Background: an optimization exercise with open tools, aiming at small area. Do not read the settings as production practice.
RTL that was checked went through simulation tests only; none was proved equivalent to the original.
Power is estimated from default activity; no workload was simulated.

==> run H: inputs <==
Design img_proc_top, start of the top module:
module img_proc_top(
    input           i_clk,
    input           someport, 
    input           i_data_valid,
    input [11:0]    pixel_in,
    output          o_data_valid,
    output [17:0]   o_waddr,
    output [11:0]   o_data,
    input [2:0]     filter_sel
);
export LEC_CHECK = 0
export CAP_MARGIN = 0
export CORE_MARGIN = 2
export CORE_UTILIZATION = 45
export CTS_BUF_LIST = sky130_fd_sc_hd__clkbuf_8
export CTS_CLUSTER_DIAMETER = 55
export CTS_CLUSTER_SIZE = 17
export GPL_TIMING_DRIVEN = 0
export SLEW_MARGIN = 0
create_clock -name core_clock -period 10.0 [get_ports {i_clk}]
run.sh (not shown) runs the stock make flow with config.mk's settings and CLKGATE_MAP_FILE= SYNTH_SCRIPT=/design/flow/synth_recipe.tcl, a recipe that flattens the netlist after the stock synthesis.
==> inputs of run Z, as changes to run H <==
--- a/flow/design.v
+++ b/flow/design.v
@@ -102,79 +102,76 @@
     wire [14:0] gy_a = {1'b0, gy_83, gy_81, gy_79, gy_77, gy_75, gy_73, gy_71, gy_69, gy_67, gy_65, gy_63, gy_61, gy_60, r_in[0]};
     wire [14:0] gy_b = {1'b0, g_in[3], gy_82, gy_80, gy_78, gy_76, gy_74, gy_72, gy_70, gy_68, gy_66, gy_64, gy_62, 1'b0, b_in[0]};
     wire [14:0] gy_sum = gy_a + gy_b;
     wire [3:0] gray = gy_sum[14:11];
     wire [11:0] pix_st = {mode3 ? gray : r_in, g_in, b_in};
     reg [4:0] wcol;      
+    reg [2:0] wq;        
     reg [1:0] nrows;     
     reg [5:0] ph;        
     reg [9:0] ctr;       
     wire row_done = i_data_valid && (wcol == 5'd31);
-    wire trigger  = row_done && nrows[1];
-    wire primed   = (nrows == 2'd3);
+    wire trigger  = row_done && (nrows == 2'd2);
     wire pop      = (ph >= 6'd2) && (ph <= 6'd33);   
     wire outv     = (ph >= 6'd5);                     
     always @(posedge i_clk) begin
         if (rst) begin
             wcol  <= 5'd0;
+            wq    <= 3'b001;
             nrows <= 2'd0;
             ph    <= 6'd0;
         end else begin
             if (i_data_valid) wcol <= wcol + 5'd1;
-            if (row_done && !primed) nrows <= nrows + 2'd1;
+            if (row_done) begin
+                wq <= {wq[1:0], wq[2]};
+                if (nrows != 2'd2) nrows <= nrows + 2'd1;
+            end
             if (trigger) ph <= 6'd1;
             else if (ph == 6'd36) ph <= 6'd0;
             else if (ph != 6'd0) ph <= ph + 6'd1;
         end
     end
     always @(posedge i_clk) begin
         if (rst || ctr == 10'd767) ctr <= 10'd0;
         else if (outv) ctr <= ctr + 10'd1;
     end
     wire [31:0] low;
-    genvar i;
+    genvar k, i;
     generate
         for (i = 0; i < 32; i = i + 1) begin : g_low
             assign low[i] = pop && (ph <= 6'd33 - i);
         end
     endgenerate
-    reg [383:0] qo, qm, qn;
-    wire fill  = i_data_valid && !primed;
-    wire chain = pop || fill;
-    wire pop_o = (ph >= 6'd2) && (ph <= 6'd35);
-    wire rot_o = (ph == 6'd2) || (ph == 6'd3);
-    reg [11:0] d1, d2;
-    always @(posedge i_clk) begin
-        d1 <= qm[11:0];
-        d2 <= d1;
-    end
-    wire [31:0] en_n = {32{i_data_valid}} | low;
-    always @(posedge i_clk)
-        if (pop_o || fill)
-            qo <= {fill ? qm[11:0] : (rot_o ? qo[11:0] : d2), qo[383:12]};
-    always @(posedge i_clk)
-        if (chain)
-            qm <= {qn[11:0], qm[383:12]};
+    wire [35:0] tap [0:2];
     generate
-        for (i = 0; i < 31; i = i + 1) begin : g_n
+        for (k = 0; k < 3; k = k + 1) begin : g_q
+            reg [383:0] d;
+            wire is_w = wq[k];
+            wire arr  = is_w && i_data_valid;
+            wire [31:0] en = {32{arr}} | (is_w ? low : {32{pop}});
+            wire [11:0] in31 = is_w ? pix_st : d[11:0];
+            for (i = 0; i < 31; i = i + 1) begin : g_s
+                always @(posedge i_clk)
+                    if (en[i]) d[i*12 +: 12] <= d[(i+1)*12 +: 12];
+            end
             always @(posedge i_clk)
-                if (en_n[i]) qn[i*12 +: 12] <= qn[(i+1)*12 +: 12];
+                if (en[31]) d[383:372] <= in31;
+            assign tap[k] = d[35:0];
         end
     endgenerate
+    wire [35:0] Ot = ({36{wq[0]}} & tap[0]) | ({36{wq[1]}} & tap[1]) | ({36{wq[2]}} & tap[2]);
+    wire [35:0] M  = ({36{wq[2]}} & tap[0]) | ({36{wq[0]}} & tap[1]) | ({36{wq[1]}} & tap[2]);
+    wire [35:0] N  = ({36{wq[1]}} & tap[0]) | ({36{wq[2]}} & tap[1]) | ({36{wq[0]}} & tap[2]);
+    reg [23:0] wrap;
     always @(posedge i_clk)
-        if (en_n[31]) qn[383:372] <= pix_st;
+        if (ph == 6'd2) wrap <= Ot[23:0];
     wire last1 = (ph == 6'd32);
     wire last2 = (ph == 6'd33);
-    wire last  = last1 || last2;
-    wire [35:0] O = qo[35:0];
-    wire [35:0] M = {last ? qo[59:48] : qm[35:24],
-                     last2 ? qo[47:36] : qm[23:12],
-                     qm[11:0]};
-    wire [35:0] N = {last ? qm[35:24] : qn[35:24],
-                     last2 ? qm[23:12] : qn[23:12],
-                     qn[11:0]};
+    wire [35:0] O = {last2 ? wrap[23:12] : (last1 ? wrap[11:0] : Ot[35:24]),
+                     last2 ? wrap[11:0] : Ot[23:12],
+                     Ot[11:0]};
     wire ga0_0 = N[9] ^ N[20] ^ N[33];
     wire ga0_1 = (N[9] & N[20]) | (N[9] & N[33]) | (N[20] & N[33]);
     wire ga0_2 = N[10] ^ N[21] ^ N[34];
     wire ga0_3 = (N[10] & N[21]) | (N[10] & N[34]) | (N[21] & N[34]);
     wire ga0_4 = M[9] ^ M[20] ^ M[33];
     wire ga0_5 = (M[9] & M[20]) | (M[9] & M[33]) | (M[20] & M[33]);
CAP_MARGIN = 20   (was 0)
SLEW_MARGIN = 20   (was 0)
==> reports/metrics.cfg <==
[run_status]
status = finished clean

[global_route]
grt_use_met2_pct = 19.9
met1_usage_pct = 19.0

[timing]
fin_crit_sh_pct = 66.6
clock-skew-final_ns = 0.0466

[finish]
nNonClkBuffers = 101

[worst_setup_path]
required_ns = 10.61
path_cells = inv_1 > ha_1 > clkbuf_1 > nand2_2 > buf_2 > mux2i_1 > inv_1 > fa_1 > inv_1 > fa_1 > fa_1 > inv_1 > fa_1 > ha_1 > nand4bb_1 > a21oi_1 > o41ai_1 > a21oi_1 > or2_2

The numbers above come from run H.

==> reports/metrics.cfg <==
[run_status]
status = finished clean

[timing]
fin_crit_sh_pct = 74.1
clock-skew-final_ns = 0.0625

[worst_setup_path]
path_cells = buf_1 > clkbuf_1 > clkbuf_1 > clkbuf_1 > a222oi_1 > fa_1 > inv_1 > fa_1 > fa_1 > ha_1 > ha_1 > a21oi_1 > o21ai_0 > a21oi_1 > nor2b_1 > o21ai_0 > clkbuf_1 > o21ai_0
required_ns = 10.62

[global_route]
grt_use_met2_pct = 28.4

[finish]
nNonClkBuffers = 131

The numbers above come from run Z.


========
==> 12-18 <==
==> flow/design.v <==
`timescale 1ns / 1ps
module img_proc_top(
    input           i_clk,
    input           someport, 
    input           i_data_valid,
    input [11:0]    pixel_in,
    output          o_data_valid,
    output [17:0]   o_waddr,
    output [11:0]   o_data,
    input [2:0]     filter_sel
);
    wire rst   = someport;
    wire mode2 = (filter_sel == 3'd2);
    wire mode3 = (filter_sel == 3'd3);
    wire [3:0] r_in = pixel_in[11:8];
    wire [3:0] g_in = pixel_in[7:4];
    wire [3:0] b_in = pixel_in[3:0];
    wire [14:0] weighted_sum = (613 * r_in) + (1202 * g_in) + (233 * b_in);
    wire [3:0] gray = weighted_sum[14:11];
    wire [11:0] pix_st = {mode3 ? gray : r_in, g_in, b_in};
    reg [4:0] wcol;      
    reg [2:0] wq;        
    reg [1:0] nrows;     
    reg [5:0] ph;        
    reg [9:0] ctr;       
    wire row_done = i_data_valid && (wcol == 5'd31);
    wire trigger  = row_done && (nrows == 2'd2);
    wire pop      = (ph >= 6'd2) && (ph <= 6'd33);   
    wire outv     = (ph >= 6'd5);                     
    always @(posedge i_clk) begin
        if (rst) begin
            wcol  <= 5'd0;
            wq    <= 3'b001;
            nrows <= 2'd0;
            ph    <= 6'd0;
        end else begin
            if (i_data_valid) wcol <= wcol + 5'd1;
            if (row_done) begin
                wq <= {wq[1:0], wq[2]};
                if (nrows != 2'd2) nrows <= nrows + 2'd1;
            end
            if (trigger) ph <= 6'd1;
            else if (ph == 6'd36) ph <= 6'd0;
            else if (ph != 6'd0) ph <= ph + 6'd1;
        end
    end
    always @(posedge i_clk) begin
        if (rst || ctr == 10'd767) ctr <= 10'd0;
        else if (outv) ctr <= ctr + 10'd1;
    end
    wire [31:0] low;
    genvar k, i;
    generate
        for (i = 0; i < 32; i = i + 1) begin : g_low
            assign low[i] = pop && (ph <= 6'd33 - i);
        end
    endgenerate
    wire [35:0] tap [0:2];
    generate
        for (k = 0; k < 3; k = k + 1) begin : g_q
            reg [383:0] d;
            wire is_w = wq[k];
            wire arr  = is_w && i_data_valid;
            wire [31:0] en = {32{arr}} | (is_w ? low : {32{pop}});
            wire [11:0] in31 = is_w ? pix_st : d[11:0];
            for (i = 0; i < 31; i = i + 1) begin : g_s
                always @(posedge i_clk)
                    if (en[i]) d[i*12 +: 12] <= d[(i+1)*12 +: 12];
            end
            always @(posedge i_clk)
                if (en[31]) d[383:372] <= in31;
            assign tap[k] = d[35:0];
        end
    endgenerate
    wire [35:0] Ot = ({36{wq[0]}} & tap[0]) | ({36{wq[1]}} & tap[1]) | ({36{wq[2]}} & tap[2]);
    wire [35:0] M  = ({36{wq[2]}} & tap[0]) | ({36{wq[0]}} & tap[1]) | ({36{wq[1]}} & tap[2]);
    wire [35:0] N  = ({36{wq[1]}} & tap[0]) | ({36{wq[2]}} & tap[1]) | ({36{wq[0]}} & tap[2]);
    reg [23:0] wrap;
    always @(posedge i_clk)
        if (ph == 6'd2) wrap <= Ot[23:0];
    wire last1 = (ph == 6'd32);
    wire last2 = (ph == 6'd33);
    wire [35:0] O = {last2 ? wrap[23:12] : (last1 ? wrap[11:0] : Ot[35:24]),
                     last2 ? wrap[11:0] : Ot[23:12],
                     Ot[11:0]};
    function [3:0] px(input [35:0] row, input integer j, input integer s);
        px = row[j*12 + (2-s)*4 +: 4];
    endfunction
    wire [3:0] gs [0:2];
    genvar s;
    generate
        for (s = 0; s < 3; s = s + 1) begin : g_gauss
            wire [5:0] hn = px(N,0,s) + 2*px(N,1,s) + px(N,2,s);
            wire [5:0] hm = px(M,0,s) + 2*px(M,1,s) + px(M,2,s);
            wire [5:0] ho = px(O,0,s) + 2*px(O,1,s) + px(O,2,s);
            wire [7:0] sum = hn + 2*hm + ho;
            assign gs[s] = sum[7:4];
        end
    endgenerate
    wire [3:0] p0 = px(N,0,0), p1 = px(N,1,0), p2 = px(N,2,0);
    wire [3:0] p3 = px(M,0,0),                 p5 = px(M,2,0);
    wire [3:0] p6 = px(O,0,0), p7 = px(O,1,0), p8 = px(O,2,0);
    wire [6:0] X  = p0 + p8 + p3 + p7 + 2*p6;
    wire [5:0] A  = p1 + p2 + p5;
    wire [5:0] B  = p3 + p6 + p7;
    wire edge_px = (X >= 7'd40) || ((X == 7'd39) && ({1'b0, A} >= {1'b0, B} + 7'd9));
    wire [11:0] res = mode3 ? {12{edge_px}} : {gs[0], gs[1], gs[2]};
    reg [11:0] r1, r2, r3;
    always @(posedge i_clk) begin
        r1 <= res;
        r2 <= r1;
        r3 <= r2;
    end
    assign o_data       = r3;
    assign o_data_valid = (mode2 || mode3) && outv;
    assign o_waddr      = {9'd0, ctr[9:1]};
endmodule
==> flow/run.sh <==
#!/bin/bash
# synth_recipe.tcl (not shown) runs the flow's synth.tcl, then flattens the netlist and writes it again
# the make line also repeats each setting of config.mk as NAME=value (left out here)
make -C /OpenROAD-flow-scripts/flow DESIGN_CONFIG=/design/flow/config.mk WORK_HOME=/design/flow/orfs CLKGATE_MAP_FILE= SYNTH_SCRIPT=/design/flow/synth_recipe.tcl finish
==> flow/config.mk <==
export PLATFORM = sky130hd
export DESIGN_NAME = img_proc_top
export DESIGN_NICKNAME = img_proc_top
export VERILOG_FILES = /design/flow/design.v
export SDC_FILE = /design/flow/constraint.sdc
export NUM_CORES = 4
export LEC_CHECK = 0
export CAP_MARGIN = 20
export CORE_MARGIN = 2
export CORE_UTILIZATION = 40
export SLEW_MARGIN = 20
==> flow/constraint.sdc <==
create_clock -name core_clock -period 10.0 [get_ports {i_clk}]
set_input_delay 2.0000 -clock core_clock [delete_from_list [all_inputs] [get_ports {i_clk}]]
set_output_delay 2.0000 -clock core_clock [all_outputs]
set_load 0.01 [all_outputs]
==> inputs of 11-09, as changes to 12-18 <==
--- a/flow/design.v
+++ b/flow/design.v
@@ -17,4 +17,4 @@
     wire [3:0] b_in = pixel_in[3:0];
-    wire [14:0] weighted_sum = (613 * r_in) + (1202 * g_in) + (233 * b_in);
-    wire [3:0] gray = weighted_sum[14:11];
+    wire [13:0] weighted_sum = (299 * r_in) + (587 * g_in) + (114 * b_in);
+    wire [3:0] gray = weighted_sum / 1000;
     wire [11:0] pix_st = {mode3 ? gray : r_in, g_in, b_in};
@@ -50,10 +50,4 @@
     end
-    wire [31:0] low;
+    wire [35:0] tap [0:2];
     genvar k, i;
-    generate
-        for (i = 0; i < 32; i = i + 1) begin : g_low
-            assign low[i] = pop && (ph <= 6'd33 - i);
-        end
-    endgenerate
-    wire [35:0] tap [0:2];
     generate
@@ -61,12 +55,19 @@
             reg [383:0] d;
+            reg [31:0]  v;
             wire is_w = wq[k];
             wire arr  = is_w && i_data_valid;
-            wire [31:0] en = {32{arr}} | (is_w ? low : {32{pop}});
-            wire [11:0] in31 = is_w ? pix_st : d[11:0];
+            wire [11:0] in31  = is_w ? pix_st : d[11:0];
+            wire        vin31 = is_w ? i_data_valid : 1'b1;
+            wire [30:0] mv = v[31:1] & ~v[30:0];    
             for (i = 0; i < 31; i = i + 1) begin : g_s
                 always @(posedge i_clk)
-                    if (en[i]) d[i*12 +: 12] <= d[(i+1)*12 +: 12];
+                    if (pop || mv[i]) d[i*12 +: 12] <= d[(i+1)*12 +: 12];
             end
             always @(posedge i_clk)
-                if (en[31]) d[383:372] <= in31;
+                if (pop || arr) d[383:372] <= in31;
+            always @(posedge i_clk) begin
+                if (rst) v <= 32'd0;
+                else if (pop) v <= {vin31, v[31:1]};
+                else v <= (v & ~{mv, 1'b0}) | {arr, mv};
+            end
             assign tap[k] = d[35:0];
- CORE_UTILIZATION: 40 -> 80
==> inputs of 03-28, as changes to 12-18 <==
--- a/flow/design.v
+++ b/flow/design.v
@@ -17,4 +17,4 @@
     wire [3:0] b_in = pixel_in[3:0];
-    wire [14:0] weighted_sum = (613 * r_in) + (1202 * g_in) + (233 * b_in);
-    wire [3:0] gray = weighted_sum[14:11];
+    wire [13:0] weighted_sum = (299 * r_in) + (587 * g_in) + (114 * b_in);
+    wire [3:0] gray = weighted_sum / 1000;
     wire [11:0] pix_st = {mode3 ? gray : r_in, g_in, b_in};
@@ -50,10 +50,4 @@
     end
-    wire [31:0] low;
+    wire [35:0] tap [0:2];
     genvar k, i;
-    generate
-        for (i = 0; i < 32; i = i + 1) begin : g_low
-            assign low[i] = pop && (ph <= 6'd33 - i);
-        end
-    endgenerate
-    wire [35:0] tap [0:2];
     generate
@@ -61,12 +55,19 @@
             reg [383:0] d;
+            reg [31:0]  v;
             wire is_w = wq[k];
             wire arr  = is_w && i_data_valid;
-            wire [31:0] en = {32{arr}} | (is_w ? low : {32{pop}});
-            wire [11:0] in31 = is_w ? pix_st : d[11:0];
+            wire [11:0] in31  = is_w ? pix_st : d[11:0];
+            wire        vin31 = is_w ? i_data_valid : 1'b1;
+            wire [30:0] mv = v[31:1] & ~v[30:0];    
             for (i = 0; i < 31; i = i + 1) begin : g_s
                 always @(posedge i_clk)
-                    if (en[i]) d[i*12 +: 12] <= d[(i+1)*12 +: 12];
+                    if (pop || mv[i]) d[i*12 +: 12] <= d[(i+1)*12 +: 12];
             end
             always @(posedge i_clk)
-                if (en[31]) d[383:372] <= in31;
+                if (pop || arr) d[383:372] <= in31;
+            always @(posedge i_clk) begin
+                if (rst) v <= 32'd0;
+                else if (pop) v <= {vin31, v[31:1]};
+                else v <= (v & ~{mv, 1'b0}) | {arr, mv};
+            end
             assign tap[k] = d[35:0];
- CORE_UTILIZATION: 40 -> 60
==> notes <==
- 11-09 did not get past 5_1_grt. 03-28 completed with no timing, DRC or antenna violations. 12-18 passed the timing, design-rule and antenna checks.
- In 03-28 the clock skew is lower than in 12-18, by 42 ps.
- In 12-18 the critical path depth is lower than in 03-28, by 9.
- In 12-18 the sequential share of layout area is higher than in 03-28, by 3.6 points.
- Between 03-28 and 12-18, the lower worst hold slack is in 12-18 (gap 3.1 ps).
- Of 03-28 and 12-18, 03-28 has the higher total power (gap 26%, measured against 12-18).
- First-iteration DRC count: 03-28 is lower than 12-18 (about 15%).
- Non-clock buffer count: 03-28 is higher than 12-18 (122).
==> figures <==
|  | 12-18 | 03-28 | 11-09 |
|---|---|---|---|
| Logic depth of the worst register-to-register path | 21 | 23 | - |
| First-pass DRT Iterations | 15 | 13 | - |
| Setup Slack @ Placement | 2010 ps | -200 ps | -152 ps |
| Most common library cell in the layout ignoring fill and taps | sky130_fd_sc_hd__edfxtp_1 | sky130_fd_sc_hd__edfxtp_1 | - |
| Core Rows | 124 | 106 | 92 |
| Critical path buffers and inverters | 5 | 6 | - |
| Outcome | no timing/DRC/antenna violations | no timing/DRC/antenna violations | did not finish |
| Failing step | - | - | 5_1_grt |
| Non-clock inverters | 226 | 310 | - |
| Clock net power | 0.00431 W | 0.00482 W | - |
| Final cell count without fillers | 4,166 | 4,559 | - |
| Data required time at the worst endpoint | 10,450 ps | 10,430 ps | - |
| Post-synthesis cell count | 2,476 | 3,129 | 3,129 |
| Number of H-tree branching levels | 3 | 4 | 3 |
| Critical path fanouts, max | 9 | 6 | - |
| Share of the final layout cell area in sequential cells | 70.5% | 66.8% | - |
| Final Skew | 74.0 ps | 32.1 ps | - |
For 11-09 and 03-28, only the layout was checked, not whether the RTL still works.

## afterwards: timing with drivers on the ports
Ports are ideal in the flow. The routed layouts listed here were re-timed in OpenROAD.
Step 1 assumes that a clkbuf_16 drives the clock port and a buf_2 every other input.
Step 2 adds t to the input delays and takes it off the output delays; t is the mean of the earliest and latest rising clock arrival at the registers after step 1. Input paths then give back, and output paths get back, about the clock's delay inside the block.
Three values: no drivers, after step 1, after step 2; two values: the first two.
run | t, ns | setup slack, ns | worst register clock-pin slew, ns | worst data-port slew with drivers (ns)
run H | 0.789 | 3.340 / 3.340 / 3.104 | 0.11 / 0.11 | 0.07
run Z | 0.826 | 2.591 / 2.591 / 2.591 | 0.10 / 0.10 | 0.10
12-18 | 0.738 | 2.736 / 2.775 / 2.037 | 0.07 / 0.07 | 0.15
03-28 | 0.776 | 0.583 / 0.619 / -0.157 | 0.06 / 0.06 | 0.07
With both steps, setup timing fails in 03-28, where it was met with ideal ports. The setup slack of 03-28, which loses most, moves by +0.036 ns with the drivers and by -0.740 ns with both steps.
